Source: an optimization exercise on an open RTL-to-GDS flow (aim: small area, a short achievable clock period and few clock cycles). Production flows keep margins and buffers that such runs may drop.
Where RTL was checked, it was by simulation tests only, not by an equivalence proof against the original.
Power figures rest on the tool's default switching activity, not on a simulated workload.

Design proc, start of the top module:
module proc (
   imem_addr, dmem_addr, dmem_wdata, dmem_en, dmem_wr, halt,
   clk, rst, imem_rdata, dmem_rdata
   );
clock: 9.0 ns
lec_check: 0
cap_margin: 20
core_margin: 2
core_utilization: 40
setup_slack_margin: 3.0
slew_margin: 20
run.sh (not shown) runs the stock make flow with config.mk's settings and CLKGATE_MAP_FILE= SYNTH_SCRIPT=/design/flow/synth_recipe.tcl, a recipe that flattens the netlist after the stock synthesis.
Then changed:
- SETUP_SLACK_MARGIN: 3.0 -> 3.5
The new run passed the timing, design-rule and antenna checks. Total power rose by 1.7%. Sequential share of layout area is lower by 0.63 points. Area after synthesis stays the same. Die area does not change.
No run of this note included a check of the RTL's function; only the layout flow was run.


## JK
The RTL this note starts from:
==> flow/design.v <==
module proc (
   imem_addr, dmem_addr, dmem_wdata, dmem_en, dmem_wr, halt,
   clk, rst, imem_rdata, dmem_rdata
   );
   input clk;
   input rst;
   output [15:0] imem_addr;
   input  [15:0] imem_rdata;
   output [15:0] dmem_addr;
   output [15:0] dmem_wdata;
   output        dmem_en;
   output        dmem_wr;
   input  [15:0] dmem_rdata;
   output        halt;
   function [16:0] pfx16;
      input [15:0] p, g;
      input        cin;
      reg   [15:0] gg, pp;
      integer      l, m, n;
      begin
         gg = g;
         pp = p;
         gg[0] = g[0] | (p[0] & cin);
         for (l = 1; l < 16; l = l * 2)
            for (m = 0; m < 16; m = m + 1)
               if (m & l) begin
                  n = (m & ~(2 * l - 1)) + l - 1;
                  gg[m] = gg[m] | (pp[m] & gg[n]);
                  pp[m] = pp[m] & pp[n];
               end
         pfx16 = {gg[15], p ^ {gg[14:0], cin}};
      end
   endfunction
   wire [15:0] ni  = imem_rdata;
   wire [4:0]  nop = ni[15:11];
   wire [2:0]  nrs = ni[10:8];
   wire [2:0]  nrt = ni[7:5];
   wire n_rfmt  = (nop[4:3] == 2'b11) & (nop[2:1] != 2'b00);    
   wire n_addi  = (nop == 5'b01000);
   wire n_subi  = (nop == 5'b01001);
   wire n_logi  = (nop[4:1] == 4'b0101);                       
   wire n_shi   = (nop[4:2] == 3'b101);                        
   wire n_st    = (nop == 5'b10000);
   wire n_ld    = (nop == 5'b10001);
   wire n_slbi  = (nop == 5'b10010);
   wire n_stu   = (nop == 5'b10011);
   wire n_btr   = (nop == 5'b11001);
   wire n_lbi   = (nop == 5'b11000);
   wire n_arith = (nop == 5'b11011);                           
   wire n_shr   = (nop == 5'b11010);                           
   wire n_cmp   = (nop[4:2] == 3'b111);                        
   wire n_br    = (nop[4:2] == 3'b011);
   wire n_j     = (nop[4:2] == 3'b001) & ~nop[0];              
   wire n_jr    = (nop[4:2] == 3'b001) &  nop[0];              
   wire n_link  = (nop[4:1] == 4'b0011);                       
   wire       n_we = n_addi | n_subi | n_logi | n_shi | n_ld | n_slbi | n_stu |
                     n_btr | n_lbi | n_arith | n_shr | n_cmp | n_link;
   wire [2:0] n_wa = n_link ? 3'd7 :
                     (n_lbi | n_slbi | n_stu) ? nrs :
                     (n_btr | n_arith | n_shr | n_cmp) ? ni[4:2] : nrt;
   reg  [15:0] r0, r1, r2, r3, r4, r5, r6, r7;
   reg  [15:0] an, bn;
   always @* begin
      case (nrs)
        3'd0: an = r0; 3'd1: an = r1; 3'd2: an = r2; 3'd3: an = r3;
        3'd4: an = r4; 3'd5: an = r5; 3'd6: an = r6; default: an = r7;
      endcase
      case (nrt)
        3'd0: bn = r0; 3'd1: bn = r1; 3'd2: bn = r2; 3'd3: bn = r3;
        3'd4: bn = r4; 3'd5: bn = r5; 3'd6: bn = r6; default: bn = r7;
      endcase
   end
   reg  [15:1] f;            
   reg  [7:0]  agl;          
   reg         x_inc, x_dec;     
   reg  [15:1] bt;           
   reg         nx_f, nx_bt, nx_agu;  
   reg  [15:0] a, b;         
   reg         we;
   reg  [2:0]  wa;
   reg         x_en, x_wr, x_halt;
   reg         x_sub, x_andn;
   reg  [1:0]  x_sht, x_cmpt;
   reg         s_agu, s_add, s_log, s_sh, s_btr, s_cmp, s_imm, s_slbi, s_ld, s_link;
   wire [15:8] agh   = x_inc ? a[15:8] + 8'd1 : x_dec ? a[15:8] - 8'd1 : a[15:8];
   wire [15:0] agu   = {agh, agl};
   assign dmem_addr  = agu;
   assign dmem_wdata = b;
   assign dmem_en    = x_en;
   assign dmem_wr    = x_wr;
   assign halt       = x_halt;
   wire [15:1] nxt   = ({15{nx_f}} & f) | ({15{nx_bt}} & bt) | ({15{nx_agu}} & agu[15:1]);
   assign imem_addr  = {nxt, 1'b0};
   wire [15:0] ax   = x_sub ? ~a : a;
   wire [16:0] sum  = pfx16(ax ^ b, ax & b, x_sub);
   wire        eq   = (a == b);
   wire        sle  = (a[15] & ~b[15]) | (~(a[15] ^ b[15]) & sum[16]);
   wire        cmpb = (x_cmpt == 2'd0) ? eq :
                      (x_cmpt == 2'd1) ? (sle & ~eq) :
                      (x_cmpt == 2'd2) ? sle : sum[16];
   wire [15:0] lres = x_andn ? (a & ~b) : (a ^ b);
   wire [3:0]  k    = b[3:0];
   wire [15:0] t1   = k[0] ? {a[14:0], a[15]}      : a;
   wire [15:0] t2   = k[1] ? {t1[13:0], t1[15:14]} : t1;
   wire [15:0] t3   = k[2] ? {t2[11:0], t2[15:12]} : t2;
   wire [15:0] rot  = k[3] ? {t3[7:0], t3[15:8]}   : t3;
   reg  [15:0] mask, btr;
   integer i;
   always @* begin
      for (i = 0; i < 16; i = i + 1) begin
         mask[i] = ~x_sht[0] | (x_sht[1] ? (i < k || k == 4'd0) : (i >= k));
         btr[i]  = a[15 - i];
      end
   end
   wire [15:0] shres = rot & mask;
   wire [15:0] wd = ({16{s_agu}}  & agu) |
                    ({16{s_add}}  & sum[15:0]) |
                    ({16{s_log}}  & lres) |
                    ({16{s_sh}}   & shres) |
                    ({16{s_btr}}  & btr) |
                    ({16{s_cmp}}  & {15'd0, cmpb}) |
                    ({16{s_imm}}  & {s_slbi ? a[7:0] : b[15:8], b[7:0]}) |
                    ({16{s_ld}}   & dmem_rdata) |
                    ({16{s_link}} & {f, 1'b0});
   always @(posedge clk) begin
      if (we) begin
         case (wa)
           3'd0: r0 <= wd; 3'd1: r1 <= wd; 3'd2: r2 <= wd; 3'd3: r3 <= wd;
           3'd4: r4 <= wd; 3'd5: r5 <= wd; 3'd6: r6 <= wd; default: r7 <= wd;
         endcase
      end
   end
   wire [15:0] n_s5 = {{11{ni[4]}}, ni[4:0]};
   wire [15:0] n_z5 = {11'd0, ni[4:0]};
   wire [15:0] n_s8 = {{8{ni[7]}}, ni[7:0]};
   wire [15:0] fa   = (we && wa == nrs) ? wd : an;
   wire [15:0] fb   = (we && wa == nrt) ? wd : bn;
   wire [7:0]  n_imm = n_jr ? ni[7:0] : {{3{ni[4]}}, ni[4:0]};
   wire [8:0]  n_agl = {1'b0, fa[7:0]} + {1'b0, n_imm};
   wire [15:1] n_off = n_j ? {{5{ni[10]}}, ni[10:1]} : {{8{ni[7]}}, ni[7:1]};
   wire [3:0]  n_cnt = n_shi ? ni[3:0] : fb[3:0];
   wire        n_rgt = n_shi ? nop[1] : ni[1];
   wire [3:0]  n_k   = n_rgt ? 4'd0 - n_cnt : n_cnt;
   wire        n_az  = ~|fa;
   wire        n_tk  = n_j | (n_br & ((nop[1:0] == 2'b00) ?  n_az :
                                      (nop[1:0] == 2'b01) ? ~n_az :
                                      (nop[1:0] == 2'b10) ?  fa[15] : ~fa[15]));
   always @(posedge clk) begin
      a <= fa;
      b <= n_subi           ? n_s5 :
           (n_shi | n_shr)  ? {12'd0, n_k} :
           n_logi           ? n_z5 :
           (n_lbi | n_slbi) ? n_s8 : fb;
      agl   <= n_agl[7:0];
      x_inc <= n_agl[8] & ~n_imm[7];
      x_dec <= ~n_agl[8] & n_imm[7];
      bt    <= nxt + n_off + 15'd1;
      f        <= rst ? 15'd0 : nxt + 15'd1;
      we     <= ~rst & n_we;
      wa     <= n_wa;
      nx_f   <= rst | ~(n_jr | n_tk);
      nx_bt  <= ~rst & n_tk;
      nx_agu <= ~rst & n_jr;
      x_en   <= ~rst & (n_st | n_ld | n_stu);
      x_wr   <= ~rst & (n_st | n_stu);
      x_halt <= ~rst & (nop == 5'b00000);
      x_sub  <= n_subi | (n_arith & (ni[1:0] == 2'b01)) | (n_cmp & (nop[1:0] == 2'b01 || nop[1:0] == 2'b10));
      x_andn <= n_rfmt ? ni[0] : nop[0];
      x_sht  <= n_rfmt ? ni[1:0] : nop[1:0];
      x_cmpt <= nop[1:0];
      s_agu  <= n_addi | n_stu;
      s_add  <= n_subi | (n_arith & ~ni[1]);
      s_log  <= n_logi | (n_arith & ni[1]);
      s_sh   <= n_shi | n_shr;
      s_btr  <= n_btr;
      s_cmp  <= n_cmp;
      s_imm  <= n_lbi | n_slbi;
      s_slbi <= n_slbi;
      s_ld   <= n_ld;
      s_link <= n_link;
   end
endmodule
==> flow/config.mk <==
export PLATFORM = sky130hd
export DESIGN_NAME = proc
export DESIGN_NICKNAME = proc
export VERILOG_FILES = /design/flow/design.v
export SDC_FILE = /design/flow/constraint.sdc
export NUM_CORES = 4
export LEC_CHECK = 0
export ABC_AREA = 1
export CAP_MARGIN = 20
export CORE_MARGIN = 2
export CORE_UTILIZATION = 40
export CTS_BUF_LIST = sky130_fd_sc_hd__clkbuf_16
export CTS_CLUSTER_DIAMETER = 100
export CTS_CLUSTER_SIZE = 20
export PLACE_DENSITY = 0.5
export SETUP_SLACK_MARGIN = 5.0
export SLEW_MARGIN = 20
==> flow/constraint.sdc <==
create_clock -name core_clock -period 9.0 [get_ports {clk}]
set_input_delay 1.8000 -clock core_clock [delete_from_list [all_inputs] [get_ports {clk}]]
set_output_delay 1.8000 -clock core_clock [all_outputs]
set_load 0.01 [all_outputs]
Testbench counts of JK, summed over its fixed seeds: cycles 87,473.
Changes in MS relative to JK:
- PLACE_DENSITY: 0.5 -> unset
- Diff JK -> MS: post-layout instance count excluding filler cells shrank by 1.4%, leakage power of the design dropped about 3%.
- Changes observed in MS relative to JK: adder-cell share of the synthesized area about even; post-detailed-placement half-perimeter wirelength fell 2200 µm; first-iteration DRC count rose about 16%; total power fell 0.93%.
- Comparing JK with MS, the sequential power came out essentially unchanged.
--- input diff MS..AL ---
- removing CTS_BUF_LIST (formerly sky130_fd_sc_hd__clkbuf_16)
- removing CTS_CLUSTER_DIAMETER (formerly 100)
- removing CTS_CLUSTER_SIZE (formerly 20)
Notes after the runs:
Post-route total power (AL over MS): increase, 440 µW. AL against MS; routed wirelength normalized by instance count is down slightly. AL completed every stage of the flow, and the final layout passed the timing, design-rule and antenna checks. Per the comparison of AL with MS, summed area of non-filler cells in the final layout increased about 3.4%, met2 track utilization from global routing decreased 0.33 points.
Edits applied to the flow inputs when going from AL to TR:
- CTS_CLUSTER_SIZE now 20, previously not set
- SETUP_SLACK_MARGIN now 4.5, was 5.0
- CTS_CLUSTER_DIAMETER now 100, previously not set
- CTS_BUF_LIST now sky130_fd_sc_hd__clkbuf_16, previously not set
[summary]
- TR went all the way through the flow, and no timing, DRC or antenna check failed.
- Taking AL as the reference, in TR routed wire length shrank by 3.0%; relative max-transition margin has increased; clock period minus final worst setup slack +0.46 ns.
- Run comparison: AL destination of the critical timing path imem_addr[10]; TR destination of the critical timing path imem_addr[15]
- TR: static power due to leakage is 5.9% lower than what AL reported.
- Summary of the comparison: power per standard cell area is lower in TR, relative to AL.
- Routed length on met3 essentially unchanged between TR and AL.
- Compared with AL, TR shows worst setup slack lower by 0.46 ns.
- TR ends up with a clock group power that is about 38% lower than in AL.

-- static timing again, ports no longer ideal --
In the flow no input, the clock included, has a driving cell. The finished layouts below were timed again as built, in two steps.
Step 1: set_driving_cell puts a clkbuf_16 on clk and a buf_2 on each other input, an assumption about the parent block.
Step 2 adds t to the input delays and takes it off the output delays; t is the mean of the earliest and latest rising clock arrival at the registers after step 1. Input paths then give back, and output paths get back, about the clock's delay inside the block.
Three values: ideal ports, drivers, drivers and shift; two values: the first two.
| run | t, ns | setup slack, ns | worst setup path at the end | latest minus earliest clock arrival (ns) | worst register clock-pin slew, ns |
|---|---|---|---|---|---|
| the first run of note 1 | 0.513 | 3.201 / 3.150 / 3.149 | input to register | 0.038 / 0.038 | 0.09 / 0.09 |
| the second run of note 1 | 0.510 | 3.602 / 3.609 / 3.120 | input to register | 0.033 / 0.033 | 0.09 / 0.09 |
| JK | 0.547 | 5.048 / 4.995 / 4.574 | input to register | 0.017 / 0.016 | 0.09 / 0.09 |
| MS | 0.554 | 5.035 / 4.982 / 4.533 | input to register | 0.037 / 0.037 | 0.10 / 0.10 |
| AL | 0.590 | 5.037 / 4.982 / 4.568 | input to register | 0.030 / 0.030 | 0.06 / 0.06 |
| TR | 0.554 | 4.577 / 4.519 / 4.123 | input to register | 0.044 / 0.044 | 0.10 / 0.10 |
After both steps every run listed still meets setup and hold. For MS, which loses most, drivers alone change the setup slack by -0.053 ns; drivers and shift together by -0.502 ns.
